Source: an optimization exercise on an open RTL-to-GDS flow (aim: small area and a short achievable clock period). Production flows keep margins and buffers that such runs may drop. RTL that was checked went through simulation tests only; none was proved equivalent to the original. The RTL of runs 6 and 7 was laid out without a check of its function.

<file path="flow/abc_speed.script">
&get -n
&st
&syn2
&dch
&nf
&st
&syn2
&dch
&nf
&st
&syn2
&dch
&nf
&put
buffer -c
topo
stime -c
upsize -c
dnsize -c
</file>
<file path="design.v">
module UnaryMultiplier
#(
    parameter INPUT_WIDTH = 32,
    parameter COUNT_WIDTH = $clog2(INPUT_WIDTH + 1),
    parameter EPSILON = 8
)
(
    input logic a,
    input logic b,
    input logic [1:0] ready,
    input logic clk,
    input logic reset,
    output logic valid,
    output logic y
);
    logic [5:0]  a_ones, b_ones, a_upper, b_upper, y_count;
    logic [5:0]  g_lower;    
    logic [5:0]  f_upper;    
    logic [10:0] d_upper, d_lower;
    logic        ea, eb, za, zb;
    logic        near_l, near_u, emit, bit1, done;
    logic [5:0]  ab_ones, ab_upper;
    logic [6:0]  hl, hu;
    logic [10:0] dl, du;
    logic [5:0]  yc;
    logic [3:0]  hg, hp;
    logic        c4, neg;
    always_comb begin
        ea = ready[0] & a;
        za = ready[0] & ~a;
        eb = ready[1] & b;
        zb = ready[1] & ~b;
        ab_ones = a_ones + b_ones + 6'd1;
        ab_upper = a_upper + b_upper - 6'd1;
        case ({g_lower[5:4], valid, y})
            4'b00_10: hl = 7'd1;
            4'b00_11: hl = 7'h7f;
            4'b01_10: hl = 7'd2;
            4'b01_11: hl = 7'd0;
            4'b10_10: hl = 7'd3;
            4'b10_11: hl = 7'd1;
            4'b11_10: hl = 7'd4;
            4'b11_11: hl = 7'd2;
            default:  hl = {5'd0, g_lower[5:4]};
        endcase
        dl = d_lower + {hl, g_lower[3:0]};
        case ({f_upper[5:4], valid, y})
            4'b11_10: hu = 7'h7d;
            4'b11_11: hu = 7'h7b;
            4'b10_10: hu = 7'h7e;
            4'b10_11: hu = 7'h7c;
            4'b01_10: hu = 7'h7f;
            4'b01_11: hu = 7'h7d;
            4'b00_10: hu = 7'h00;
            4'b00_11: hu = 7'h7e;
            default:  hu = {5'h1f, ~f_upper[5:4]};
        endcase
        du = d_upper + {hu, ~f_upper[3:0]} + 11'd1;
        yc = y_count + valid;
        done = yc[5];
        near_l = ~dl[10] | (&dl[9:7]);                              
        near_u = du[10] | (~|du[9:8] & (~du[7] | ~|du[6:4]));       
        hg = du[7:4] & dl[7:4];
        hp = du[7:4] ^ dl[7:4];
        c4 = hg[3] | (hp[3] & hg[2]) | (hp[3] & hp[2] & hg[1]) | (hp[3] & hp[2] & hp[1] & hg[0]);
        neg = (du[8] & dl[8]) | ((du[8] ^ dl[8]) & ~c4);
        bit1 = near_l & (~near_u | ~neg);
        emit = ~done & (near_l | near_u);
    end
    always_ff @(posedge clk or negedge reset) begin
        if (!reset) begin
            a_ones <= 0;
            b_ones <= 0;
            a_upper <= 6'd32;
            b_upper <= 6'd32;
            g_lower <= 0;
            f_upper <= 0;
            y_count <= 0;
            d_lower <= 11'h600;    
            d_upper <= 11'h200;    
            y <= 1'b0;
            valid <= 1'b0;
        end else begin
            a_ones <= a_ones + ea;
            b_ones <= b_ones + eb;
            a_upper <= a_upper - za;
            b_upper <= b_upper - zb;
            g_lower <= ({6{ea & ~eb}} & b_ones) | ({6{eb & ~ea}} & a_ones) | ({6{ea & eb}} & ab_ones);
            f_upper <= ({6{za & ~zb}} & b_upper) | ({6{zb & ~za}} & a_upper) | ({6{za & zb}} & ab_upper);
            y_count <= yc;
            d_lower <= dl;
            d_upper <= du;
            valid <= emit;
            y <= bit1;
        end
    end
endmodule
</file>
<file path="flow/run.sh">
#!/bin/bash
# The standard layout, except that:
#  - synthesis maps the logic with flow/abc_speed.script (three rounds of
#    &syn2/&dch/&nf) instead of ORFS's ABC script; the rest of synthesis,
#    and so the registers, are ORFS's as run by standard.sh;
#  - the ports get plain buf_2 buffers;
#  - timing repair aims at a setup slack of SETUP_SLACK_MARGIN.
set -e
rm -rf scripts_alt
cp -r "$FLOW_HOME/scripts" scripts_alt
cp flow/abc_speed.script scripts_alt/abc_speed.script
export BUFFER_PORTS_ARGS="-buffer_cell sky130_fd_sc_hd__buf_2"
export SETUP_SLACK_MARGIN=5.3
export RECOVER_POWER=90
bash standard.sh SCRIPTS_DIR="$PWD/scripts_alt" synth > synth.log 2>&1
bash standard.sh > standard.log 2>&1
</file>
<file path="constraint.sdc">
create_clock -name core_clock -period 8.0 [get_ports {clk}]
set_input_delay 1.6000 -clock core_clock [delete_from_list [all_inputs] [get_ports {clk}]]
set_output_delay 1.6000 -clock core_clock [all_outputs]
set_load 0.01 [all_outputs]
</file>
<file path="standard.sh">
#!/bin/bash
# synth_recipe.tcl (not shown) runs the flow's synth.tcl, then flattens the netlist and writes it again
# the make line also repeats each setting of config.mk as NAME=value (left out here)
make -C /OpenROAD-flow-scripts/flow DESIGN_CONFIG=/design/flow/config.mk WORK_HOME=/design/flow/orfs CLKGATE_MAP_FILE= SYNTH_SCRIPT=/design/flow/synth_recipe.tcl "${@:-finish}"
</file>
<file path="config.mk">
export PLATFORM = sky130hd
export DESIGN_NAME = UnaryMultiplier
export DESIGN_NICKNAME = UnaryMultiplier
export VERILOG_FILES = /design/flow/design.v
export SDC_FILE = /design/flow/constraint.sdc
export NUM_CORES = 4
export LEC_CHECK = 0
export CAP_MARGIN = 20
export CORE_MARGIN = 2
export CORE_UTILIZATION = 40
export PLACE_DENSITY = 0.6
export SLEW_MARGIN = 20
</file>
==> metrics.md, run 1 <==
| Metric | Value |
|---|---|
| Outcome | complete, no violations |
| Fin area | 4250 µm² |
| Worst slew margin | 45.3% |
| Reg2Reg Setup Slack | 5.01 ns |
| CP max-delay cell | nor3_1 |
| Final setup vio count | 0 |
| Ant. Diodes | 0 |
| Worst-margin pin slew | 0.821 ns |
| Hold Path Depth | 1 |
| Via count | 2540 |
| Worst-path fanout max | 10 |
| RSZ-0062 raised after global routing | yes |
| Post-detail-place hpwl | 4600 µm |
| Tmin final | 2.99 ns |
| Fmax achieved | 0.334 GHz |
| Final Non-Filler Cells | 530 |
| Syn Area/Cell | 10.2 µm² |
| Worst Path Buf+Inv | 0 |
| Critical path type | flip-flop to flip-flop |
| Initial Util | approximately 41% |
| Period utilization | 37.4% |
| Die area | 10300 µm² |
| Placed cell area | 3990 µm² |
| Levels on crit path | 10 |
| WL met2 | 3030 µm |
| Max Used Layer | met4 |
| Clock buffer depth | 2 |
| Met3 Wirelength | 228 µm |
| CTS tree | built |
| Post-CTS Hold Fix Bufs | 0 |
| Largest stage delay, worst path | 0.59 ns |
| Met1 wire length | roughly 3200 µm |
| Worst setup endpoint | y |
| YS warnings | 1 |
| Setup Skew | 0.0141 ns |
| Synth cell types | 37 |
| Top delay family on crit path | compound AO/OA/AOI/OAI gates |
| Worst R2R End | y |
| Port bufs | 7 |
| Clock latency (worst-skew pair) | 0.35 ns |
| Post-route ant nets | 0 |
| Routability Congestion | about 0.94 |
| Clk sinks | 66 |
| CP Launch Type | flip-flop |
| Worst Setup End Kind | flip-flop |
| Hold Violations, Final | 0 |
| Sequential fraction of the synthesis area | 43.6% |
| H-tree level count | 3 |
| # nets final | roughly 450 |
| Fillers | 857 |
| Mapped Cells | 373 |
| Overflow after GRT | 0 |
| 1st-pass router iterations | 4 |
| Top FF cell, synth | dfrtp_1 |
| Synth-to-layout area growth | 11.9% |
| Post-synthesis instance area | 3800 µm² |
| Post-synth EDFFs | 0 |
| Initial antenna violation count | 0 |
| Final wirelength | 6530 µm |
| Yosys reg bits | 66 |
| Horiz. Die Dim | just over 100 µm |
| First-pass GRT wire length | 11400 µm |
| I/O pin cnt | 8 |
| DRC Markers | 0 |
| Worst R2R Path Depth | 10 |
| Crit path cell chain | nand2_1 -> nor3_1 -> a41o_1 -> ha_1 -> a211o_1 -> a31o_1 -> a21oi_2 -> xor2_1 -> and2_4 -> o21ba_1 |
| Die Y | 101 µm |
| Syn nets | 431 |
| Synth async-reset ratio | 100% |
| Largest net degree at the start of global routing | 67 |
| Max cap viols | 0 |
| Root Buffer Master | clkbuf_8 |
| DR iter-0 viols | 51 |
| Gr usage total | 14.2% |
| Arr. time, crit path | 3.23 ns |
| CP required | 8.24 ns |
| Vias per inst | 4.79 |
| Placed cells | 506 |
| Core Area | 9240 µm² |
| Reg-to-Reg Start | valid |
| FP Rows | 35 |
| Clk slew on worst S/H paths | 0.07 ns |
| Num CTS Buffers | 9 |
| Fin Setup TNS | 0 ns |
| Vias in the first global route | roughly 2500 |
| Layout cell share with drive strength beyond 1 | 12.5% |
| Worst min path class | flip-flop to flip-flop |
| Average wire per standard cell | 12.3 µm |
| CP startpoint | valid |
| Final Max Tran Viols | 0 |
worst min path at each step:
stage / startpoint / to / slack [ns]
global placement: y_count[0] / y_count[0] / 0.45
floorplan: d_lower[0] / d_lower[0] / 0.44
CTS: y_count[0] / y_count[0] / 0.48
global route: d_lower[0] / d_lower[0] / 0.48
finish: y_count[0] / y_count[0] / 0.47
detailed placement: y_count[0] / y_count[0] / 0.46
layout make-up:
type	count	area (µm²)	area share, %
well taps	129	161	3.80
flip-flops and latches	66	1660	39.1
clock inverters	6	42.5	1.00
clock buffers	10	128	3.00
inverters	47	176	4.15
multi-input cells	256	1980	46.6
repair buffers	16	101	2.38
placed cells by master (no fill, tap or decap), drive strengths merged, types with 3 or more instances in the layout:
| cell type | count |
|---|---|
| nor3 | 6 |
| xor2 | 22 |
| nor2b | 4 |
| xnor2 | 27 |
| buf | 15 |
| nor2 | 19 |
| fa | 4 |
| and3 | 5 |
| clkinv | 3 |
| nand2 | 23 |
| a31oi | 3 |
| clkbuf | 11 |
| inv | 48 |
| dfrtp | 61 |
| a21o | 10 |
| nand2b | 3 |
| dfstp | 5 |
| nand3 | 14 |
| a21oi | 22 |
| o21ai | 24 |
| o211ai | 3 |
| ha | 48 |
sequential cells by signal (all words and copies together), names as in the netlist, 6 cells and up:
signal	flops
b_upper	6
f_upper	6
d_lower	11
a_upper	6
d_upper	11
a_ones	6
y_count	6
g_lower	6
b_ones	6
worst reg2reg max path, cell delays in order, from the launching register on:
cell and delay (ns):
dfrtp_1 0.58, nand2_1 0.11, nor3_1 0.59, a41o_1 0.18, ha_1 0.26, a211o_1 0.32
a31o_1 0.23, a21oi_2 0.13, xor2_1 0.19, and2_4 0.17, o21ba_1 0.13
layer usage:
layer,vias up,track usage [%]
li1,1293,-
met1,1204,19.1
met2,32,22.1
met3,11,4.14
met4,0,4.78
met5,-,0
per-stage QoR:
stage	hold WS (ns)	worst slack [ns]	utilization, %
after global routing	0.481	4.80	46.0
final	0.472	5.01	46.0
after detailed placement	0.460	5.06	43.2
after CTS	0.476	5.25	45.4
after floorplan	0.443	5.30	-
after global placement	0.453	5.15	43.2
logic make-up (layout without fill, tap and decap cells):
| logic type | Yosys count | in the layout | share of synthesized area, % |
|---|---|---|---|
| adder cells (fa/ha/maj) | 52 | 52 | 17.9 |
| buffers and inverters | 51 | 79 | 5.04 |
| AO/OA/AOI/OAI | 75 | 75 | 12.4 |
| flip-flops | 66 | 66 | 43.6 |
| AND/OR/NAND/NOR | 80 | 80 | 9.75 |
| XOR/XNOR | 49 | 49 | 11.3 |
what timing repair did:
| action | CTS | global route |
|---|---|---|
| buffers inserted | 1 | 7 |
| gates cloned | 0 | 0 |
| hold endpoints to repair | 0 | 0 |
| endpoints found under the setup margin | 3 | 4 |
| pin swaps | 3 | 16 |
| resized for setup | 6 | 20 |
cells in the mapped netlist (5+ instances only):
library cell  instances  area share, %
dfstp_2               5            3.5
xnor2_1              27            6.2
dfrtp_1              61             40
nand3_1              14            1.8
and3_1                5           0.82
xor2_1               22            5.1
ha_1                 48             16
nand2_1              23            2.3
nor2_1               19            1.9
a21oi_1              19            2.5
a21o_1               10            2.0
o21ai_0              23            3.0
nor3_1                6           0.79
inv_1                46            4.5
==> inputs of run 2 (changes only) <==
--- a/flow/run.sh
+++ b/flow/run.sh
@@ -11,6 +11,5 @@
 cp flow/abc_speed.script scripts_alt/abc_speed.script
 export BUFFER_PORTS_ARGS="-buffer_cell sky130_fd_sc_hd__buf_2"
 export SETUP_SLACK_MARGIN=5.3
-export RECOVER_POWER=90
 bash standard.sh SCRIPTS_DIR="$PWD/scripts_alt" synth > synth.log 2>&1
 bash standard.sh > standard.log 2>&1
==> run 2 against run 1 <==
Register-to-register slack improved by 0.39 ns. Count of clock-buffer cells in the layout did not move. Utilization rose by 0.56 points. Clock skew fell by 0.00069 ns. Sequential cell count did not move. Design area rose by 1.2%. Hold slack barely moved. Critical path type is now flip-flop to output pin. Critical endpoint is now valid. Largest cell class unchanged. Highest routed layer unchanged.
==> metrics.md, run 2 <==
| Metric | Value |
|---|---|
| Worst Hold Path EP | y_count[0] |
| Fin area | 4300 µm² (+1.2%) |
| Worst R2R Path Depth | 12 (+2) |
| Gr usage total | 14.2% (unchanged) |
| Critical path type | flip-flop to output pin |
| Synth top area share | 40.2% (unchanged) |
| Hold Path Depth | 1 (unchanged) |
| FP Rows | 35 (unchanged) |
| Setup Skew | 0.0134 ns (-0.000686 ns) |
| CP max-delay cell | dfrtp_2 |
| Worst slew margin | 45.4% (+0.080 points) |
| Most used routing layer | met2 |
| Core Area | 9240 µm² (unchanged) |
| Fmax achieved | 0.383 GHz (+15%) |
| # nets final | 454 (unchanged) |
| Final wirelength | 6530 µm (-0.11%) |
| Horiz. Die Dim | 101 µm (unchanged) |
| YS warnings | 1 (unchanged) |
| Reg2Reg Setup Slack | 5.40 ns (+0.39 ns) |
| DRC Markers | 0 (unchanged) |
| 1st-pass router iterations | 4 (unchanged) |
| Largest net degree at the start of global routing | 67 (unchanged) |
| Routability Congestion | 0.937 (unchanged) |
| Clock latency (worst-skew pair) | 0.35 ns (about the same) |
| I/O pin cnt | 8 (unchanged) |
| Yosys reg bits | 66 (unchanged) |
| Largest stage delay, worst path | 0.49 ns (-0.10 ns) |
| Overflow after GRT | 0 (unchanged) |
| Tmin final | 2.61 ns (-0.380 ns) |
| Initial antenna violation count | 0 (unchanged) |
| Root Buffer Master | clkbuf_8 |
| Die Y | 101 µm (unchanged) |
| Commonest non-fill, non-tap cell in the layout | dfrtp_1 |
| Syn Area/Cell | 10.2 µm² (unchanged) |
| Final Max Tran Viols | 0 (unchanged) |
| Top-count cell post-synth | dfrtp_1 |
| Synth async-reset ratio | 100% (unchanged) |
| Most frequent cells in the layout | 57 x dfrtp_1, 47 x ha_1, 46 x inv_1 |
| Crit path cell chain | buf_2 |
| Num CTS Buffers | 9 (unchanged) |
| Post-synth EDFFs | 0 (unchanged) |
| Top delay family on crit path | flip-flops |
| Initial Util | 41.1% (unchanged) |
| H-tree level count | 3 (unchanged) |
| Worst Path Buf+Inv | 1 (+1) |
| Area leader, netlist | dfrtp_1 |
| Final Util | 46.6% (+0.56 points) |
| Worst-margin pin slew | 0.819 ns (-0.00120 ns) |
| First-pass GRT wire length | 11400 µm (unchanged) |
| Final setup vio count | 0 (unchanged) |
| Synth-to-layout area growth | 13.3% |
| Top Registers | d_lower: 11 flops, d_upper: 11 flops |
| Mapped Cells | 373 (unchanged) |
| Hold Slack | 0.472 ns (+0.000324 ns) |
| Post-CTS Hold Fix Bufs | 0 (unchanged) |
| Die area | 10300 µm² (unchanged) |
| CP Launch Type | flip-flop |
| Max cap viols | 0 (unchanged) |
| Clk slew on worst S/H paths | 0.07 ns (about the same) |
| GR Util met2 | 22.1% (unchanged) |
| Sequential Area | 1660 µm² (about the same) |
| Largest cells by area after synthesis | dfrtp_1 40%, ha_1 16%, xnor2_1 6.2% |
| CTS tree | built |
| Top FF cell, synth | dfrtp_1 |
| Syn nets | 431 (unchanged) |
| Synth cell types | 37 (unchanged) |
| Hold Violations, Final | 0 (unchanged) |
| Port bufs | 7 (unchanged) |
| Via count | 2552 (+0.47%) |
| RSZ-0062 raised after global routing | yes |
| Layout cell share with drive strength beyond 1 | 16.0% (+3.5 points) |
| Outcome | complete, no violations |
| Worst-path fanout max | 10 (unchanged) |
| Post-detail-place hpwl | 4600 µm (unchanged) |
| Clock buffer depth | 2 (unchanged) |
| Area of the multi-input gates | 2030 µm² (+2.5%) |
| Met1 GRT Util | 19.1% (unchanged) |
| Ant. Diodes | 0 (unchanged) |
| Reg-to-Reg Start | f_upper[0] |
| Met3 Track Usage GR | 4.14% (unchanged) |
| HP Start | y_count[0] |
| Period utilization | 32.6% (-4.7 points) |
| Post-route ant nets | 0 (unchanged) |
| Fin Setup TNS | 0 ns (unchanged) |
| Arr. time, crit path | 1.01 ns (-2.22 ns) |
| Fillers | 853 (-0.47%) |
| Sequential fraction of the synthesis area | 43.6% (unchanged) |
| Placed cell area | 3990 µm² (unchanged) |
| Vias in the first global route | 2493 (unchanged) |
| Worst Setup End Kind | output pin |
| CP required | 6.40 ns (-1.84 ns) |
| Average wire per standard cell | 12.3 µm (-0.11%) |
| DR iter-0 viols | 53 (+3.9%) |
| Worst min path class | flip-flop to flip-flop |
| Vias per inst | 4.82 (+0.47%) |
| Clk sinks | 66 (unchanged) |
| Post-synth top cells | 61 x dfrtp_1, 48 x ha_1, 46 x inv_1 |
| Worst R2R End | y |
| Post-synthesis instance area | 3800 µm² (unchanged) |
==> run 2: metal layers <==
layer	vias to the layer above	routed length, µm
met5	-	0
met4	0	120
met3	11	224
met2	36	3040
met1	1210	3140
li1	1295	-
==> run 2: timing repair <==
item                       in CTS  in global routing
cloned                          0                  0
pin swaps                       3                 16
resized for setup               6                 20
hold endpoints to repair        0                  0
buffers inserted                1                  7
setup endpoints to repair       3                  4
==> run 2: metrics by stage <==
stage	instances	setup slack, ns
after floorplan	373	5.30
after global placement	506	5.15
after detailed placement	506	5.06
after CTS	523	5.25
after global routing	530	5.21
final	530	5.39
==> run 2: cell families (layout without fill, tap and decap cells) <==
group	after synthesis	count (layout)	share of synthesized area [%]
AO/OA/AOI/OAI	75	75	12.4
XOR/XNOR	49	49	11.3
buffers and inverters	51	79	5.04
flip-flops	66	66	43.6
adder cells (fa/ha/maj)	52	52	17.9
AND/OR/NAND/NOR	80	80	9.75
==> run 2: how the worst max path moves through the flow <==
stage | from | end | slack [ns] | cells after the start
floorplan | a | a_ones[5] | 5.30 | 7
global placement | a | a_upper[4] | 5.15 | 7
detailed placement | a | a_upper[4] | 5.06 | 7
CTS | f_upper[0] | y | 5.25 | 11
global route | y | y | 5.21 | 12
finish | valid | valid | 5.39 | 1
==> run 2: area by class of cell <==
type | instances | area share (%)
multi-input cells | 256 | 47.2
flip-flops and latches | 66 | 38.6
inverters | 47 | 4.10
well taps | 129 | 3.75
clock buffers | 10 | 2.97
repair buffers | 16 | 2.38
clock inverters | 6 | 0.988
==> inputs of run 3 (changes only) <==
--- a/config.mk
+++ b/config.mk
@@ -7,6 +7,6 @@
 export LEC_CHECK = 0
 export CAP_MARGIN = 20
 export CORE_MARGIN = 2
-export CORE_UTILIZATION = 40
-export PLACE_DENSITY = 0.6
+export CORE_UTILIZATION = 55
+export PLACE_DENSITY = 0.75
 export SLEW_MARGIN = 20
==> run 3 against run 2 <==
Die area shrank 26%. Utilization rose by 17 points. Critical path type unchanged. Critical endpoint unchanged. Highest routed layer unchanged.
==> metrics.md, run 3 <==
| Metric | Value |
|---|---|
| Routability Congestion | 0.950 (+1.3%) |
| Met1 GRT Util | 25.3% (+6.2 points) |
| Post-CTS Hold Fix Bufs | 0 (unchanged) |
| DR iter-0 viols | 98 (+85%) |
| Syn Area/Cell | 10.2 µm² (unchanged) |
| First-pass GRT wire length | 11500 µm (+1.3%) |
| Worst Path Buf+Inv | 1 (unchanged) |
| Max cap viols | 0 (unchanged) |
| Vias in the first global route | 2605 (+4.5%) |
| Sequential fraction of the synthesis area | 43.6% (unchanged) |
| CTS tree | built |
| Initial Util | 56.2% (+15 points) |
| Yosys reg bits | 66 (unchanged) |
| Top FF cell, synth | dfrtp_1 |
| Final Max Tran Viols | 0 (unchanged) |
| Post-synth EDFFs | 0 (unchanged) |
| Worst slew margin | 45.9% (+0.57 points) |
| Commonest non-fill, non-tap cell in the layout | dfrtp_1 |
| Root Buffer Master | clkbuf_8 |
| Core Area | 6760 µm² (-27%) |
| Setup Skew | 0.00787 ns (-0.00551 ns) |
| Synth top area share | 40.2% (unchanged) |
| H-tree level count | 3 (unchanged) |
| Worst-path fanout max | 10 (unchanged) |
| # nets final | 449 (-1.1%) |
| Final Util | 63.4% (+17 points) |
| Overflow after GRT | 0 (unchanged) |
| Ant. Diodes | 0 (unchanged) |
| Clk slew on worst S/H paths | 0.08 ns (about the same) |
| Most used routing layer | met2 |
| Gr usage total | 19.6% (+5.4 points) |
| Post-synth top cells | 61 x dfrtp_1, 48 x ha_1, 46 x inv_1 |
| Outcome | complete, no violations |
| Vias per inst | 5.35 (+11%) |
| Arr. time, crit path | 1.03 ns (+0.02 ns) |
| CP max-delay cell | dfrtp_2 |
| Final wirelength | 6620 µm (+1.4%) |
| Critical path type | flip-flop to output pin |
| Most frequent cells in the layout | 58 x dfrtp_1, 48 x ha_1, 46 x inv_1 |
| Horiz. Die Dim | 87.1 µm (-14%) |
| Post-synthesis instance area | 3800 µm² (unchanged) |
| I/O pin cnt | 8 (unchanged) |
| Mapped Cells | 373 (unchanged) |
| Die area | 7590 µm² (-26%) |
| Final setup vio count | 0 (unchanged) |
| Crit path cell chain | buf_2 |
| Worst min path class | flip-flop to flip-flop |
| 1st-pass router iterations | 4 (unchanged) |
| CP startpoint | valid |
| Largest net degree at the start of global routing | 67 (unchanged) |
| Via count | 2548 (-0.16%) |
| Post-route ant nets | 0 (unchanged) |
| Syn nets | 431 (unchanged) |
| Fin Setup TNS | 0 ns (unchanged) |
| Fillers | 550 (-36%) |
| CP required | 6.40 ns (about the same) |
| Largest stage delay, worst path | 0.50 ns (about the same) |
| Synth-to-layout area growth | 12.7% |
| Worst-margin pin slew | 0.811 ns (-0.00852 ns) |
| Port bufs | 7 (unchanged) |
| Clk sinks | 66 (unchanged) |
| Placed cell area | 3930 µm² (-1.5%) |
| Clock buffer depth | 2 (unchanged) |
| Tmin final | 2.63 ns (+0.0187 ns) |
| Num CTS Buffers | 9 (unchanged) |
| Met3 Track Usage GR | 5.97% (+1.8 points) |
| DRC Markers | 0 (unchanged) |
| Synth cell types | 37 (unchanged) |
| Clock latency (worst-skew pair) | 0.35 ns (about the same) |
| Reg-to-Reg Start | y |
| Period utilization | 32.9% (+0.23 points) |
| Synth async-reset ratio | 100% (unchanged) |
| Post-detail-place hpwl | 4650 µm (+1.2%) |
| Layout cell share with drive strength beyond 1 | 14.4% (-1.6 points) |
| RSZ-0062 raised after global routing | yes |
| HP Start | y_count[0] |
| Largest cells by area after synthesis | dfrtp_1 40%, ha_1 16%, xnor2_1 6.2% |
| Initial antenna violation count | 0 (unchanged) |
| Top-count cell post-synth | dfrtp_1 |
| Die Y | 87.1 µm (-14%) |
| Top delay family on crit path | flip-flops |
| YS warnings | 1 (unchanged) |
| Average wire per standard cell | 13.9 µm (+13%) |
| Worst Setup End Kind | output pin |
| Hold Violations, Final | 0 (unchanged) |
| Fmax achieved | 0.380 GHz (-0.71%) |
| Top Registers | d_lower: 11 flops, d_upper: 11 flops |
| GR Util met2 | 32.1% (+10 points) |
| Area leader, netlist | dfrtp_1 |
| FP Rows | 30 (-14%) |
| Fin area | 4280 µm² (-0.49%) |
| CP Launch Type | flip-flop |
## run 3: cell counts after synthesis
Identical to the previous run, type by type.
## run 3: layout make-up
type | count | area (µm²) | area share (%)
multi-input combinational | 256 | 2030 | 47.4
inverter | 47 | 176 | 4.12
timing repair buffer | 11 | 65.1 | 1.52
tap | 80 | 100 | 2.34
clock inverter | 6 | 113 | 2.63
sequential | 66 | 1660 | 38.8
clock buffer | 10 | 138 | 3.21
## run 3: metrics by stage
stage,setup WS (ns),hold slack [ns],instances
5_1_grt,5.19,0.497,476
3_3_place_gp,5.16,0.453,457
3_5_place_dp,5.09,0.459,457
6_report,5.37,0.474,476
2_1_floorplan,5.30,0.443,373
4_1_cts,5.30,0.477,474
## run 3: cell families (layout without fill, tap and decap cells)
kind of cell	Yosys count	in the layout	synth area share, %
xor+xnor	49	49	11.3
compound gates	75	75	12.4
fa+ha+maj	52	52	17.9
simple gates	80	80	9.75
flops	66	66	43.6
buf+inv	51	74	5.04
## run 3: layer usage
| layer | up-vias | wire length [µm] |
|---|---|---|
| met5 | - | 0 |
| met4 | 0 | 78 |
| met3 | 9 | 241 |
| met2 | 36 | 3210 |
| met1 | 1218 | 3090 |
| li1 | 1285 | - |
## run 3: worst paths after layout
kind / slack (ns) / cells past startpoint / end
setup / recovery: 5.37 / 1 / valid
hold / removal: 0.47 / 1 / y_count[0]
setup reg to reg: 5.38 / 12 / y
hold reg to reg: 0.47 / 1 / y_count[0]
max in group asynchronous: 6.00 / 2 / g_lower[4]
min in group asynchronous: 1.42 / 2 / d_lower[8]
## run 3: timing repair
item | CTS | global route
buffers inserted | 1 | 2
gates cloned | 0 | 0
pin swaps | 3 | 14
endpoints found under the setup margin | 3 | 3
hold endpoints to repair | 0 | 0
resized for setup | 7 | 15
==> inputs of run 4 (changes only) <==
--- a/flow/run.sh
+++ b/flow/run.sh
@@ -11,5 +11,6 @@
 cp flow/abc_speed.script scripts_alt/abc_speed.script
 export BUFFER_PORTS_ARGS="-buffer_cell sky130_fd_sc_hd__buf_2"
 export SETUP_SLACK_MARGIN=5.3
+export CTS_ARGS="-sink_clustering_enable -repair_clock_nets -dont_use_dummy_load"
 bash standard.sh SCRIPTS_DIR="$PWD/scripts_alt" synth > synth.log 2>&1
 bash standard.sh > standard.log 2>&1
--- a/config.mk
+++ b/config.mk
@@ -7,6 +7,6 @@
 export LEC_CHECK = 0
 export CAP_MARGIN = 20
 export CORE_MARGIN = 2
-export CORE_UTILIZATION = 55
-export PLACE_DENSITY = 0.75
+export CORE_UTILIZATION = 40
+export PLACE_DENSITY = 0.6
 export SLEW_MARGIN = 20
==> run 4 against run 3 <==
Cell count increased by 9.9%. Global-route usage is 5.4 points lower. Design area shrank 0.61%. Synthesized cell count unchanged. Synthesized area did not move. Hold slack worse by 0.0040 ns. Largest cell class unchanged.
==> metrics.md, run 4 <==
| Metric | Value |
|---|---|
| Largest net degree at the start of global routing | 67 (unchanged) |
| Synth top area share | 40.2% (unchanged) |
| Synth async-reset ratio | 100% (unchanged) |
| DR iter-0 viols | 64 (-35%) |
| Most frequent cells in the layout | 58 x dfrtp_1, 47 x ha_1, 46 x inv_1 |
| Post-synth EDFFs | 0 (unchanged) |
| First-pass GRT wire length | 11300 µm (-2.3%) |
| HP Start | y_count[0] |
| Final wirelength | 6400 µm (-3.3%) |
| Post-synthesis instance area | 3800 µm² (unchanged) |
| Num CTS Buffers | 9 (unchanged) |
| Top Registers | d_lower: 11 flops, d_upper: 11 flops |
| Worst slew margin | 45.1% (-0.87 points) |
| 1st-pass router iterations | 4 (unchanged) |
| Root Buffer Master | clkbuf_8 |
| Fin Setup TNS | 0 ns (unchanged) |
| # nets final | 454 (+1.1%) |
| Sequential Area | 1660 µm² (unchanged) |
| Mapped Cells | 373 (unchanged) |
| Layout cell share with drive strength beyond 1 | 14.2% (-0.18 points) |
| Tmin final | 2.67 ns (+0.0445 ns) |
| Top delay family on crit path | compound AO/OA/AOI/OAI gates |
| CTS tree | built |
| Commonest non-fill, non-tap cell in the layout | dfrtp_1 |
| Worst min path class | flip-flop to flip-flop |
| Final setup vio count | 0 (unchanged) |
| Crit path cell chain | xnor2_1 -> nand2_1 -> xor2_2 -> ha_1 -> nor2_1 -> a21oi_2 -> a211o_1 -> buf_4 -> a31o_2 -> a21oi_2 -> xnor2_2 -> a31oi_2 -> o21ba_1 |
| Setup Skew | 0.0202 ns (+0.0123 ns) |
| Top cell by count, worst path | a21oi_2 |
| Area leader, netlist | dfrtp_1 |
| Syn nets | 431 (unchanged) |
| Reg-to-Reg Start | y |
| Final Util | 46.1% (-17 points) |
| FP Rows | 35 (+17%) |
| Levels on crit path | 13 (+12) |
| H-tree level count | 3 (unchanged) |
| Post-route ant nets | 0 (unchanged) |
| Worst setup endpoint | y |
| Synth cell types | 37 (unchanged) |
| Via count | 2518 (-1.2%) |
| Fmax achieved | 0.374 GHz (-1.7%) |
| Period utilization | 33.4% (+0.56 points) |
| Final Max Tran Viols | 0 (unchanged) |
| CP max-delay cell | dfrtp_2 |
| Clock latency (worst-skew pair) | 0.35 ns (about the same) |
| Largest cells by area after synthesis | dfrtp_1 40%, ha_1 16%, xnor2_1 6.2% |
| Horiz. Die Dim | 101 µm (+16%) |
| Vias in the first global route | 2472 (-5.1%) |
| Worst Path Buf+Inv | 1 (unchanged) |
| Ant. Diodes | 0 (unchanged) |
| Worst R2R End | y |
| RSZ-0062 raised after global routing | yes |
| Area of the multi-input gates | 2030 µm² (about the same) |
| YS warnings | 1 (unchanged) |
| Clk sinks | 66 (unchanged) |
| CP required | 8.23 ns (+1.83 ns) |
| Clock buffer depth | 2 (unchanged) |
| DRC Markers | 0 (unchanged) |
| Worst-margin pin slew | 0.824 ns (+0.0131 ns) |
| Yosys reg bits | 66 (unchanged) |
| CP startpoint | y |
| Worst R2R Path Depth | 13 (+1) |
| Average wire per standard cell | 12.2 µm (-12%) |
| Outcome | complete, no violations |
| Reg2Reg Setup Slack | 5.33 ns (-0.05 ns) |
| Hold Violations, Final | 0 (unchanged) |
| Vias per inst | 4.81 (-10%) |
| Max cap viols | 0 (unchanged) |
| Port bufs | 7 (unchanged) |
| Worst Setup End Kind | flip-flop |
| Post-CTS Hold Fix Bufs | 0 (unchanged) |
| Overflow after GRT | 0 (unchanged) |
| CP Launch Type | flip-flop |
| Fillers | 850 (+55%) |
| Sequential fraction of the synthesis area | 43.6% (unchanged) |
| Die area | 10300 µm² (+36%) |
| I/O pin cnt | 8 (unchanged) |
| Die Y | 101 µm (+16%) |
| Initial Util | 41.1% (-15 points) |
| Post-synth top cells | 61 x dfrtp_1, 48 x ha_1, 46 x inv_1 |
| Initial antenna violation count | 0 (unchanged) |
| Top FF cell, synth | dfrtp_1 |
| Gr usage total | 14.2% (-5.4 points) |
| Worst-path fanout max | 6 (-4) |
| Post-detail-place hpwl | 4600 µm (-1.2%) |
| Synth-to-layout area growth | 12.0% |
| Clk slew on worst S/H paths | 0.06 ns (-0.02 ns) |
| Arr. time, crit path | 2.91 ns (+1.88 ns) |
| Routability Congestion | 0.937 (-1.3%) |
| Critical path type | flip-flop to flip-flop |
| Core Area | 9240 µm² (+37%) |
| Syn Area/Cell | 10.2 µm² (unchanged) |
| Top-count cell post-synth | dfrtp_1 |
| Largest stage delay, worst path | 0.46 ns (-0.04 ns) |
## run 4: cell counts after synthesis
No cell type changed its count.
## run 4: repair_timing
item | 4_1_cts | 5_1_grt
setup buffers | 2 | 6
endpoints found under the setup margin | 3 | 3
gates resized for setup | 13 | 9
pin swaps | 11 | 14
## run 4: cell families (layout without fill, tap and decap cells)
logic type,Yosys count,in the layout,synth area share (%)
compound gates,75,75,12.4
xor+xnor,49,49,11.3
fa+ha+maj,52,52,17.9
buf+inv,51,72,5.04
flops,66,66,43.6
simple gates,80,80,9.75
## run 4: worst min-delay path by stage
stage                       to  slack [ns]  cells past startpoint
floorplan           d_lower[0]        0.44                      1
global placement    y_count[0]        0.45                      1
detailed placement  y_count[0]        0.46                      1
CTS                 y_count[0]        0.47                      1
global route        d_lower[0]        0.48                      1
finish              y_count[0]        0.47                      1
## run 4: per-layer routing
| layer | global-route usage (%) | part of all wire [%] |
|---|---|---|
| met5 | 0 | 0 |
| met4 | 4.68 | 1.6 |
| met3 | 4.97 | 3.9 |
| met2 | 21.1 | 45 |
| met1 | 19.3 | 50 |
## run 4: cell type report
class	count	area share, %
Multi-Input combinational cell	256	47.7
Clock buffer	9	2.91
Sequential cell	66	39.0
Inverter	47	4.14
Tap cell	129	3.79
Timing Repair Buffer	16	2.41
## run 4: stage by stage
stage / area [µm²] / hold WS (ns) / instances / setup slack [ns]
after floorplan: 3800 / 0.443 / 373 / 5.30
after global placement: 3990 / 0.453 / 506 / 5.15
after detailed placement: 3990 / 0.460 / 506 / 5.06
after CTS: 4170 / 0.474 / 517 / 5.30
after global routing: 4260 / 0.481 / 523 / 5.16
final: 4260 / 0.470 / 523 / 5.33
==> inputs of run 5 (changes only) <==
--- a/flow/run.sh
+++ b/flow/run.sh
@@ -11,6 +11,6 @@
 cp flow/abc_speed.script scripts_alt/abc_speed.script
 export BUFFER_PORTS_ARGS="-buffer_cell sky130_fd_sc_hd__buf_2"
 export SETUP_SLACK_MARGIN=5.3
-export CTS_ARGS="-sink_clustering_enable -repair_clock_nets -dont_use_dummy_load"
+export CTS_ARGS="-sink_clustering_enable -repair_clock_nets -dont_use_dummy_load -root_buf sky130_fd_sc_hd__clkbuf_8 -buf_list sky130_fd_sc_hd__clkbuf_4"
 bash standard.sh SCRIPTS_DIR="$PWD/scripts_alt" synth > synth.log 2>&1
 bash standard.sh > standard.log 2>&1
==> run 5 against run 4 <==
Still clean on timing, DRC and antenna. Sequential share of layout area stayed put. Clock skew stayed put. Utilization stayed put. Synthesized area stayed put. Design area stayed put. Critical endpoint unchanged. Largest cell class unchanged.
==> metrics.md, run 5 <==
| Metric | Value |
|---|---|
| Post-synthesis compound-gate area fraction | 12.4% (unchanged) |
| 1st-pass router iterations | 4 (unchanged) |
| Average wire per standard cell | 12.2 µm (unchanged) |
| Die area | 10300 µm² (unchanged) |
| Clk sinks | 66 (unchanged) |
| Sequential Area | 1660 µm² (unchanged) |
| Mapped Cells | 373 (unchanged) |
| Combinational family with the most area after synthesis | adder cells |
| Post-route ant nets | 0 (unchanged) |
| YS warnings | 1 (unchanged) |
| Commonest non-fill, non-tap cell in the layout | dfrtp_1 |
| Final setup vio count | 0 (unchanged) |
| Root Buffer Master | clkbuf_8 |
| Top Registers | d_lower: 11 flops, d_upper: 11 flops |
| Area leader, netlist | dfrtp_1 |
| Xor and xnor area share after synthesis | 11.3% (unchanged) |
| Post-CTS Hold Fix Bufs | 0 (unchanged) |
| Largest cells by area after synthesis | dfrtp_1 40%, ha_1 16%, xnor2_1 6.2% |
| Largest net degree at the start of global routing | 67 (unchanged) |
| Initial Util | 41.1% (unchanged) |
| Worst min path class | flip-flop to flip-flop |
| Syn nets | 431 (unchanged) |
| Crit path cell chain | xnor2_1 -> nand2_1 -> xor2_2 -> ha_1 -> nor2_1 -> a21oi_2 -> a211o_1 -> buf_4 -> a31o_2 -> a21oi_2 -> xnor2_2 -> a31oi_2 -> o21ba_1 |
| I/O pin cnt | 8 (unchanged) |
| CP Launch Type | flip-flop |
| H-tree level count | 3 (unchanged) |
| First-pass GRT wire length | 11300 µm (unchanged) |
| RSZ-0062 raised after global routing | yes |
| Post-synth top cells | 61 x dfrtp_1, 48 x ha_1, 46 x inv_1 |
| Worst-path fanout max | 6 (unchanged) |
| Post-synthesis instance area | 3800 µm² (unchanged) |
| Clock latency (worst-skew pair) | 0.35 ns (about the same) |
| CTS tree | built |
| Layout cell share with drive strength beyond 1 | 14.2% (unchanged) |
| DR iter-0 viols | 64 (unchanged) |
| Final Non-Filler Cells | 523 (unchanged) |
| Core Area | 9240 µm² (unchanged) |
| Final wirelength | 6400 µm (unchanged) |
| Worst setup margin | 5.33 ns (unchanged) |
| Critical path type | flip-flop to flip-flop |
| Sequential fraction of the synthesis area | 43.6% (unchanged) |
| # nets final | 454 (unchanged) |
| Clk slew on worst S/H paths | 0.06 ns (about the same) |
| Max cap viols | 0 (unchanged) |
| Most frequent cells in the layout | 58 x dfrtp_1, 47 x ha_1, 46 x inv_1 |
| Synth Area in Adders | 17.9% (unchanged) |
| CP startpoint | y |
| Post-synth EDFFs | 0 (unchanged) |
| Post-synthesis mux area share | 0% (unchanged) |
| Post-detail-place hpwl | 4600 µm (unchanged) |
| Setup Skew | 0.0202 ns (unchanged) |
| Ant. Diodes | 0 (unchanged) |
| Via count | 2518 (unchanged) |
| Synth top area share | 40.2% (unchanged) |
| Port bufs | 7 (unchanged) |
| Overflow after GRT | 0 (unchanged) |
| Top cell by count, worst path | a21oi_2 |
| Outcome | complete, no violations |
| CP required | 8.23 ns (about the same) |
| Worst Setup End Kind | flip-flop |
| Initial antenna violation count | 0 (unchanged) |
| Top-count cell post-synth | dfrtp_1 |
| Die Y | 101 µm (unchanged) |
| Final Max Tran Viols | 0 (unchanged) |
| Fmax achieved | 0.374 GHz (unchanged) |
| Syn Area/Cell | 10.2 µm² (unchanged) |
| Tmin final | 2.67 ns (unchanged) |
| CP max-delay cell | dfrtp_2 |
| HP Start | y_count[0] |
| Num CTS Buffers | 9 (unchanged) |
| DRC Markers | 0 (unchanged) |
| FP Rows | 35 (unchanged) |
| Vias in the first global route | 2472 (unchanged) |
| Top delay family on crit path | compound AO/OA/AOI/OAI gates |
| Synth cell types | 37 (unchanged) |
| Fin Setup TNS | 0 ns (unchanged) |
| Horiz. Die Dim | 101 µm (unchanged) |
| Top FF cell, synth | dfrtp_1 |
| Clock buffer depth | 2 (unchanged) |
| Simple-gate area share of the yosys netlist | 9.75% (unchanged) |
| Gr usage total | 14.2% (unchanged) |
| Synth async-reset ratio | 100% (unchanged) |
| Worst Path Buf+Inv | 1 (unchanged) |
| Area of the multi-input gates | 2030 µm² (unchanged) |
| Routability Congestion | 0.937 (unchanged) |
| Synth-to-layout area growth | 12.0% (unchanged) |
| Fillers | 850 (unchanged) |
| Worst slack at placement | 5.06 ns (unchanged) |
| Reg-to-Reg Start | y |
| Vias per inst | 4.81 (unchanged) |
| Worst-margin pin slew | 0.824 ns (unchanged) |
| Arr. time, crit path | 2.91 ns (about the same) |
| Hold Violations, Final | 0 (unchanged) |
| Worst slew margin | 45.1% (unchanged) |
| Period utilization | 33.4% (unchanged) |
| Yosys reg bits | 66 (unchanged) |
| Placed cells | 506 (unchanged) |
| Largest stage delay, worst path | 0.46 ns (about the same) |
[run 5: cell counts after synthesis]
Identical to the previous run, type by type.
[run 5: layer usage]
layer  up-vias  track usage, %  wire [µm]
li1       1285               -          -
met1      1192            19.3       3170
met2        30            21.1       2870
met3        11            4.97        251
met4         0            4.68        102
met5         -               0          0
[run 5: worst paths after layout]
| path | to | slack, ns | depth (start not counted) |
|---|---|---|---|
| min | y_count[0] | 0.47 | 1 |
| min reg2reg | y_count[0] | 0.47 | 1 |
| min in group asynchronous | d_upper[10] | 1.45 | 2 |
| max | y | 5.33 | 13 |
| max reg2reg | y | 5.33 | 13 |
| max in group asynchronous | g_lower[4] | 5.99 | 2 |
[run 5: cell families after synthesis]
logic type | Yosys count
AO/OA/AOI/OAI | 75
XOR/XNOR | 49
adder cells (fa/ha/maj) | 52
buffers and inverters | 51
flip-flops | 66
AND/OR/NAND/NOR | 80
[run 5: area by class of cell]
cell class	count	area share (%)
Clock buffer	9	2.91
Inverter	47	4.14
Multi-Input combinational cell	256	47.7
Sequential cell	66	39.0
Tap cell	129	3.79
Timing Repair Buffer	16	2.41
[run 5: repair_timing]
action,CTS,global route
endpoints found under the setup margin,3,3
gates resized for setup,13,9
pin swaps,11,14
setup buffers,2,6
[run 5: metrics by stage]
stage          utilization (%)  hold WS [ns]  instance area (µm²)
6_report                  46.1         0.470                 4260
5_1_grt                   46.1         0.481                 4260
4_1_cts                   45.1         0.474                 4170
3_5_place_dp              43.2         0.460                 3990
3_3_place_gp              43.2         0.453                 3990
2_1_floorplan                -         0.443                 3800
==> inputs of run 6 (changes only) <==
--- a/design.v
+++ b/design.v
@@ -19,6 +19,7 @@
     logic [10:0] d_upper, d_lower;
     logic        ea, eb, za, zb;
     logic        near_l, near_u, emit, bit1, done;
+    logic        up;         
     logic [5:0]  ab_ones, ab_upper;
     logic [6:0]  hl, hu;
     logic [10:0] dl, du;
@@ -32,7 +33,7 @@
         zb = ready[1] & ~b;
         ab_ones = a_ones + b_ones + 6'd1;
         ab_upper = a_upper + b_upper - 6'd1;
-        case ({g_lower[5:4], valid, y})
+        case ({g_lower[5:4], valid, up})
             4'b00_10: hl = 7'd1;
             4'b00_11: hl = 7'h7f;
             4'b01_10: hl = 7'd2;
@@ -44,7 +45,7 @@
             default:  hl = {5'd0, g_lower[5:4]};
         endcase
         dl = d_lower + {hl, g_lower[3:0]};
-        case ({f_upper[5:4], valid, y})
+        case ({f_upper[5:4], valid, up})
             4'b11_10: hu = 7'h7d;
             4'b11_11: hu = 7'h7b;
             4'b10_10: hu = 7'h7e;
@@ -80,6 +81,7 @@
             d_upper <= 11'h200;    
             y <= 1'b0;
             valid <= 1'b0;
+            up <= 1'b0;
         end else begin
             a_ones <= a_ones + ea;
             b_ones <= b_ones + eb;
@@ -92,6 +94,7 @@
             d_upper <= du;
             valid <= emit;
             y <= bit1;
+            up <= emit & bit1;
         end
     end
 endmodule
--- a/flow/run.sh
+++ b/flow/run.sh
@@ -11,6 +11,5 @@
 cp flow/abc_speed.script scripts_alt/abc_speed.script
 export BUFFER_PORTS_ARGS="-buffer_cell sky130_fd_sc_hd__buf_2"
 export SETUP_SLACK_MARGIN=5.3
-export CTS_ARGS="-sink_clustering_enable -repair_clock_nets -dont_use_dummy_load -root_buf sky130_fd_sc_hd__clkbuf_8 -buf_list sky130_fd_sc_hd__clkbuf_4"
 bash standard.sh SCRIPTS_DIR="$PWD/scripts_alt" synth > synth.log 2>&1
 bash standard.sh > standard.log 2>&1
==> run 6 against run 5 <==
Still clean. Sequential cell count grew 1. Utilization grew 2.4 points. Wire length grew 8.3%. Synthesized cell count grew 2.4%. Die area grew 2.5%.
==> metrics.md, run 6 <==
| Metric | Value |
|---|---|
| Via count | 2642 (+4.9%) |
| Gr usage total | 14.7% (+0.57 points) |
| DR iter-0 viols | 82 (+28%) |
| Reg-to-Reg Start | up |
| Critical path type | flip-flop to flip-flop |
| Initial Util | 40.6% (-0.49 points) |
| Sequential fraction of the synthesis area | 43.2% (-0.46 points) |
| FP Rows | 36 (+2.9%) |
| Tmin final | 2.82 ns (+0.141 ns) |
| Largest net degree at the start of global routing | 68 (+1.5%) |
| Max cap viols | 0 (unchanged) |
| CTS tree | built |
| Layout cell share with drive strength beyond 1 | 23.6% (+9.4 points) |
| First-pass GRT wire length | 12100 µm (+7.0%) |
| Port bufs | 7 (unchanged) |
| Area leader, netlist | dfrtp_1 |
| Worst-path fanout max | 4 (-2) |
| Top-count cell post-synth | dfrtp_1 |
| Synth async-reset ratio | 100% (unchanged) |
| Post-synth top cells | 62 x dfrtp_1, 53 x inv_1, 48 x ha_1 |
| Final Util | 48.5% (+2.4 points) |
| Most used routing layer | met2 |
| Root Buffer Master | clkbuf_8 |
| Combinational family with the most area after synthesis | adder cells |
| Top Registers | d_lower: 11 flops, d_upper: 11 flops |
| Mapped Cells | 382 (+2.4%) |
| Num CTS Buffers | 9 (unchanged) |
| 1st-pass router iterations | 4 (unchanged) |
| RSZ-0062 raised after global routing | yes |
| HP Start | y_count[0] |
| Fillers | 885 (+4.1%) |
| Core Area | 9590 µm² (+3.8%) |
| Overflow after GRT | 0 (unchanged) |
| Clk sinks | 67 (+1.5%) |
| Clock latency (worst-skew pair) | 0.34 ns (about the same) |
| Synth cell types | 47 (+27%) |
| Sequential Area | 1690 µm² (+1.4%) |
| Fmax achieved | 0.355 GHz (-5.0%) |
| Clk slew on worst S/H paths | 0.07 ns (about the same) |
| Setup Skew | 0.00591 ns (-0.0143 ns) |
| GR Util met2 | 23.8% (+2.6 points) |
| YS warnings | 1 (unchanged) |
| Met3 Track Usage GR | 4.07% (-0.90 points) |
| CP required | 8.24 ns (about the same) |
| Die Y | 103 µm (+1.2%) |
| Worst min path class | flip-flop to flip-flop |
| Vias in the first global route | 2648 (+7.1%) |
| Synth top area share | 39.8% (-0.38 points) |
| Yosys reg bits | 67 (+1.5%) |
| Post-synthesis instance area | 3900 µm² (+2.6%) |
| Post-detail-place hpwl | 4780 µm (+4.0%) |
| Syn nets | 440 (+2.1%) |
| Ant. Diodes | 0 (unchanged) |
| Final wirelength | 6930 µm (+8.3%) |
| H-tree level count | 3 (unchanged) |
| Fin Setup TNS | 0 ns (unchanged) |
| Worst Setup End Kind | flip-flop |
| Clock buffer depth | 2 (unchanged) |
| Simple-gate area share of the yosys netlist | 10.7% (+0.94 points) |
| Hold Violations, Final | 0 (unchanged) |
| Largest cells by area after synthesis | dfrtp_1 40%, ha_1 15%, xnor2_1 5.2% |
| Arr. time, crit path | 3.05 ns (+0.14 ns) |
| DRC Markers | 0 (unchanged) |
| Most frequent cells in the layout | 60 x dfrtp_1, 52 x inv_1, 41 x ha_1 |
| Outcome | complete, no violations |
| Worst-margin pin slew | 0.848 ns (+0.0244 ns) |
| Post-synth EDFFs | 0 (unchanged) |
| Synth Area in Adders | 17.7% (-0.20 points) |
| Post-synthesis compound-gate area fraction | 13.4% (+1.0 points) |
| Final setup vio count | 0 (unchanged) |
| I/O pin cnt | 8 (unchanged) |
| Final Max Tran Viols | 0 (unchanged) |
| Synth-to-layout area growth | 19.3% |
| Top FF cell, synth | dfrtp_1 |
| Die area | 10600 µm² (+2.5%) |
| CP Launch Type | flip-flop |
| Post-route ant nets | 0 (unchanged) |
| Average wire per standard cell | 12.6 µm (+3.4%) |
| Syn Area/Cell | 10.2 µm² (+0.18%) |
| Horiz. Die Dim | 103 µm (+1.2%) |
| Routability Congestion | 0.843 (-10%) |
| Initial antenna violation count | 0 (unchanged) |
| CP startpoint | up |
| Period utilization | 35.2% (+1.8 points) |
| Xor and xnor area share after synthesis | 9.44% (-1.9 points) |
| Met1 GRT Util | 19.1% (-0.13 points) |
| Commonest non-fill, non-tap cell in the layout | dfrtp_1 |
| Post-synthesis mux area share | 0% (unchanged) |
| Vias per inst | 4.82 (+0.14%) |
| Area of the multi-input gates | 2240 µm² (+10%) |
| # nets final | 468 (+3.1%) |
| Worst slew margin | 43.4% (-1.6 points) |
==> run 6: stage by stage <==
step	cells	hold WS (ns)	setup slack (ns)	cell area, µm²
6_report	548	0.474	5.18	4650
5_1_grt	548	0.492	5.05	4650
4_1_cts	545	0.478	5.19	4470
3_5_place_dp	519	0.460	5.03	4110
3_3_place_gp	519	0.453	5.08	4110
2_1_floorplan	382	0.443	5.27	3920
==> run 6: final timing paths <==
kind	to	slack (ns)	depth (start not counted)
setup / recovery	valid	5.18	13
hold / removal	y_count[0]	0.47	1
setup reg to reg	valid	5.18	13
hold reg to reg	y_count[0]	0.47	1
max in group asynchronous	valid	5.96	2
min in group asynchronous	d_lower[7]	1.44	2
==> run 6: worst max-delay path, cell delays in order, from the launching register on <==
cell and delay, ns:
dfrtp_2 0.46, xnor2_1 0.18, nand2_1 0.10, xor2_2 0.18
buf_4 0.15, ha_1 0.26, o21a_1 0.13, buf_4 0.14
nor2_2 0.12, xnor2_2 0.10, or3_4 0.42, a31oi_4 0.16
a211oi_1 0.10, a21oi_1 0.23
==> run 6: cell families (layout without fill, tap and decap cells) <==
kind of cell	after synthesis	count (layout)
buffers and inverters	58	91
and+or+nand+nor	80	80
adders and majority gates	53	53
xor gates and xnor gates	42	42
AOI/OAI and AO/OA	82	82
DFF	67	67
==> run 6: timing repair <==
item / 4_1_cts / 5_1_grt
pin swaps: 21 / 11
cloned: 0 / 0
buffers inserted: 10 / 3
hold buffers: 0 / 0
gates resized for setup: 21 / 24
endpoints found under the setup margin: 4 / 5
==> run 6: layout make-up <==
type	count	area share, %
Multi-Input combinational cell	257	48.2
Sequential cell	67	36.2
Inverter	54	4.39
Tap cell	133	3.58
Timing Repair Buffer	21	3.28
Clock buffer	10	2.96
Clock inverter	6	1.37
==> run 6: metal layers <==
metal	up-vias	wire length [µm]	share of wire (%)
li1	1336	-	-
met3	12	205	3.0
met2	25	3450	50
met5	-	0	0
met1	1269	3180	46
met4	0	97	1.4
==> inputs of run 7 (changes only) <==
--- a/design.v
+++ b/design.v
@@ -19,7 +19,7 @@
     logic [10:0] d_upper, d_lower;
     logic        ea, eb, za, zb;
     logic        near_l, near_u, emit, bit1, done;
-    logic        up;         
+    logic        valid_n, y_n;
     logic [5:0]  ab_ones, ab_upper;
     logic [6:0]  hl, hu;
     logic [10:0] dl, du;
@@ -33,7 +33,7 @@
         zb = ready[1] & ~b;
         ab_ones = a_ones + b_ones + 6'd1;
         ab_upper = a_upper + b_upper - 6'd1;
-        case ({g_lower[5:4], valid, up})
+        case ({g_lower[5:4], ~valid_n, ~y_n})
             4'b00_10: hl = 7'd1;
             4'b00_11: hl = 7'h7f;
             4'b01_10: hl = 7'd2;
@@ -45,7 +45,7 @@
             default:  hl = {5'd0, g_lower[5:4]};
         endcase
         dl = d_lower + {hl, g_lower[3:0]};
-        case ({f_upper[5:4], valid, up})
+        case ({f_upper[5:4], ~valid_n, ~y_n})
             4'b11_10: hu = 7'h7d;
             4'b11_11: hu = 7'h7b;
             4'b10_10: hu = 7'h7e;
@@ -57,7 +57,7 @@
             default:  hu = {5'h1f, ~f_upper[5:4]};
         endcase
         du = d_upper + {hu, ~f_upper[3:0]} + 11'd1;
-        yc = y_count + valid;
+        yc = y_count + {5'd0, ~valid_n};
         done = yc[5];
         near_l = ~dl[10] | (&dl[9:7]);                              
         near_u = du[10] | (~|du[9:8] & (~du[7] | ~|du[6:4]));       
@@ -81,7 +81,8 @@
             d_upper <= 11'h200;    
             y <= 1'b0;
             valid <= 1'b0;
-            up <= 1'b0;
+            y_n <= 1'b1;
+            valid_n <= 1'b1;
         end else begin
             a_ones <= a_ones + ea;
             b_ones <= b_ones + eb;
@@ -94,7 +95,8 @@
             d_upper <= du;
             valid <= emit;
             y <= bit1;
-            up <= emit & bit1;
+            valid_n <= ~emit;
+            y_n <= ~bit1;
         end
     end
 endmodule
==> run 7 against run 6 <==
Still clean on timing, DRC and antenna. Maximum frequency rose by 2.4%. Sequential share of layout area rose by 1.3 points. Register-to-register slack improved by 0.07 ns. Die area rose by 1.4%. Cell count fell by 0.91%. Global-route usage rose by 0.35 points. Wire length fell by 0.76%. Utilization fell by 1.5 points. Non-clock buffer count fell by 7. Critical endpoint is now valid_n.
==> metrics.md, run 7 <==
| Metric | Value |
|---|---|
| Outcome | complete, no violations |
| RSZ-0062 raised after global routing | yes |
| Layout cell share with drive strength beyond 1 | 17.6% (-6.1 points) |
| Synth cell types | 44 (-6.4%) |
| Top-count cell post-synth | dfrtp_1 |
| Ant. Diodes | 0 (unchanged) |
| Clk sinks | 68 (+1.5%) |
| Most frequent cells in the layout | 61 x dfrtp_1, 45 x inv_1, 44 x ha_1 |
| Period utilization | 34.4% (-0.84 points) |
| Post-synth EDFFs | 0 (unchanged) |
| Largest net degree at the start of global routing | 69 (+1.5%) |
| Worst Setup End Kind | flip-flop |
| 1st-pass router iterations | 4 (unchanged) |
| Post-CTS Hold Fix Bufs | 0 (unchanged) |
| Synth async-reset ratio | 100% (unchanged) |
| Horiz. Die Dim | 103 µm (+0.69%) |
| Die area | 10700 µm² (+1.4%) |
| Synth top area share | 38.6% (-1.2 points) |
| Gr usage total | 15.1% (+0.35 points) |
| Tmin final | 2.75 ns (-0.0671 ns) |
| CTS tree | built |
| DR iter-0 viols | 54 (-34%) |
| Syn nets | 441 (+0.23%) |
| Hold Violations, Final | 0 (unchanged) |
| Worst slew margin | 43.1% (-0.36 points) |
| Placed cells | 521 (+0.39%) |
| Final Max Tran Viols | 0 (unchanged) |
| Setup Skew | 0.0103 ns (+0.00439 ns) |
| Overflow after GRT | 0 (unchanged) |
| Vias per inst | 4.91 (+1.8%) |
| Initial Util | 40.8% (+0.20 points) |
| I/O pin cnt | 8 (unchanged) |
| # nets final | 463 (-1.1%) |
| Clock latency (worst-skew pair) | 0.33 ns (about the same) |
| Worst min path class | flip-flop to flip-flop |
| Via count | 2666 (+0.91%) |
| Port bufs | 7 (unchanged) |
| Post-synth top cells | 61 x dfrtp_1, 48 x ha_1, 46 x inv_1 |
| Max cap viols | 0 (unchanged) |
| Post-route ant nets | 0 (unchanged) |
| Worst setup margin | 5.25 ns (+0.0671 ns) |
| Worst-path fanout max | 4 (unchanged) |
| Num CTS Buffers | 9 (unchanged) |
| Final setup vio count | 0 (unchanged) |
| Post-synthesis instance area | 3960 µm² (+1.4%) |
| Fin Setup TNS | 0 ns (unchanged) |
| Worst-margin pin slew | 0.854 ns (+0.00540 ns) |
| Core Area | 9680 µm² (+0.94%) |
| H-tree level count | 3 (unchanged) |
| Die Y | 103 µm (+0.69%) |
| Yosys reg bits | 68 (+1.5%) |
| CP required | 8.26 ns (+0.02 ns) |
| YS warnings | 1 (unchanged) |
| Area leader, netlist | dfrtp_1 |
| Worst slack at placement | 4.98 ns (-0.0531 ns) |
| Clock buffer depth | 2 (unchanged) |
| Synth-to-layout area growth | 15.0% |
| Sequential fraction of the synthesis area | 43.2% (+0.081 points) |
| FP Rows | 36 (unchanged) |
| CP Launch Type | flip-flop |
| Top FF cell, synth | dfrtp_1 |
| Post-detail-place hpwl | 5000 µm (+4.6%) |
| Initial antenna violation count | 0 (unchanged) |
| DRC Markers | 0 (unchanged) |
| Fmax achieved | 0.364 GHz (+2.4%) |
| Average wire per standard cell | 12.7 µm (+0.15%) |
| Final Non-Filler Cells | 543 (-0.91%) |
| Arr. time, crit path | 3.01 ns (-0.04 ns) |
| Syn Area/Cell | 10.3 µm² (+1.2%) |
| Top Registers | d_lower: 11 flops, d_upper: 11 flops |
| Commonest non-fill, non-tap cell in the layout | dfrtp_1 |
| Largest cells by area after synthesis | dfrtp_1 39%, ha_1 15%, xnor2_1 6.0% |
| Root Buffer Master | clkbuf_8 |
| Vias in the first global route | 2766 (+4.5%) |
| Final wirelength | 6880 µm (-0.76%) |
| Routability Congestion | 0.859 (+1.8%) |
| Critical path type | flip-flop to flip-flop |
| First-pass GRT wire length | 12500 µm (+3.4%) |
| Clk slew on worst S/H paths | 0.07 ns (about the same) |
| Mapped Cells | 383 (+0.26%) |
==> run 7: cells by family after synthesis <==
kind of cell | after synthesis | share of synthesized area [%]
and+or+nand+nor | 79 | 9.81
buffers and inverters | 52 | 4.94
xor gates and xnor gates | 48 | 10.6
AOI/OAI and AO/OA | 84 | 14.2
DFF | 68 | 43.2
adders and majority gates | 52 | 17.2
==> run 7: final timing paths <==
path                       startpoint    endpoint  slack, ns  depth (start not counted)
setup / recovery                  y_n     valid_n       5.25                         11
hold reg to reg            d_lower[0]  d_lower[0]       0.47                          1
min in group asynchronous       reset  d_upper[8]       1.47                          2
setup reg to reg                  y_n     valid_n       5.25                         11
hold / removal             d_lower[0]  d_lower[0]       0.47                          1
max in group asynchronous       reset   a_ones[2]       5.99                          2
==> run 7: area by class of cell <==
class                      count  area [µm²]
clock buffer                  11         131
clock inverter                 5        53.8
fill                         900        5130
inverter                      49         189
multi-input combinational    263        2210
sequential                    68        1710
tap                          133         166
timing repair buffer          14        87.6
==> run 7: critical path, stage by stage (launching register included) <==
cell      delay, ns
dfstp_2        0.60
nand2b_4       0.16
a21oi_2        0.06
xnor2_1        0.20
ha_1           0.29
nor2_4         0.11
a211oi_2       0.05
o21a_1         0.20
o21a_1         0.19
or3_4          0.38
a32oi_4        0.22
a31o_1         0.21
==> run 7: metal layers <==
metal / vias up / GRT usage, % / share of wire, %
met1: 1284 / 19.5 / 48
met2: 31 / 24.8 / 48
li1: 1345 / - / -
met4: 0 / 4.35 / 1.3
met5: - / 0 / 0
met3: 6 / 4.30 / 2.9
==> run 7: timing repair <==
action | in CTS | in global routing
pin swaps | 4 | 12
setup endpoints to repair | 5 | 8
resized for setup | 14 | 16
buffers inserted | 4 | 2
==> run 7: metrics by stage <==
step	hold WS (ns)	util (%)	cell area, µm²
floorplan	0.443	-	3970
finish	0.474	47.0	4550
detailed placement	0.460	43.0	4160
global placement	0.453	43.0	4160
CTS	0.477	46.1	4460
global route	0.496	47.0	4550

## separate check: timing with driven ports
The flow's constraints put no driver on any port. The routed layouts listed below were extracted and timed again, unchanged, in two steps.
Step 1 (the two cells are an assumption about what drives the block):
set clk [get_ports {clk}]
set_driving_cell -lib_cell sky130_fd_sc_hd__clkbuf_16 $clk
set_driving_cell -lib_cell sky130_fd_sc_hd__buf_2 [delete_from_list [all_inputs] $clk]
Step 2 times the ports against the registers' clock, not the clock port: input delays grow and output delays shrink by t, the midpoint of the rising clock arrivals with the driver on.
Three values: ideal ports, drivers, drivers and shift; two values: the first two.
run | shift t [ns] | setup slack, ns | cell pins on the clock port's net
run 1 | 0.376 | 5.009 / 5.009 / 5.009 | 1
run 2 | 0.376 | 5.389 / 5.359 / 5.085 | 1
run 3 | 0.373 | 5.370 / 5.342 / 5.057 | 1
run 4 | 0.369 | 5.326 / 5.326 / 5.103 | 1
run 5 | 0.369 | 5.326 / 5.326 / 5.103 | 1
run 6 | 0.367 | 5.184 / 5.184 / 5.116 | 1
run 7 | 0.363 | 5.251 / 5.251 / 5.090 | 1
After both steps every run listed still meets setup and hold. The setup slack of run 3, which loses most, moves by -0.028 ns with the drivers and by -0.313 ns with both steps.
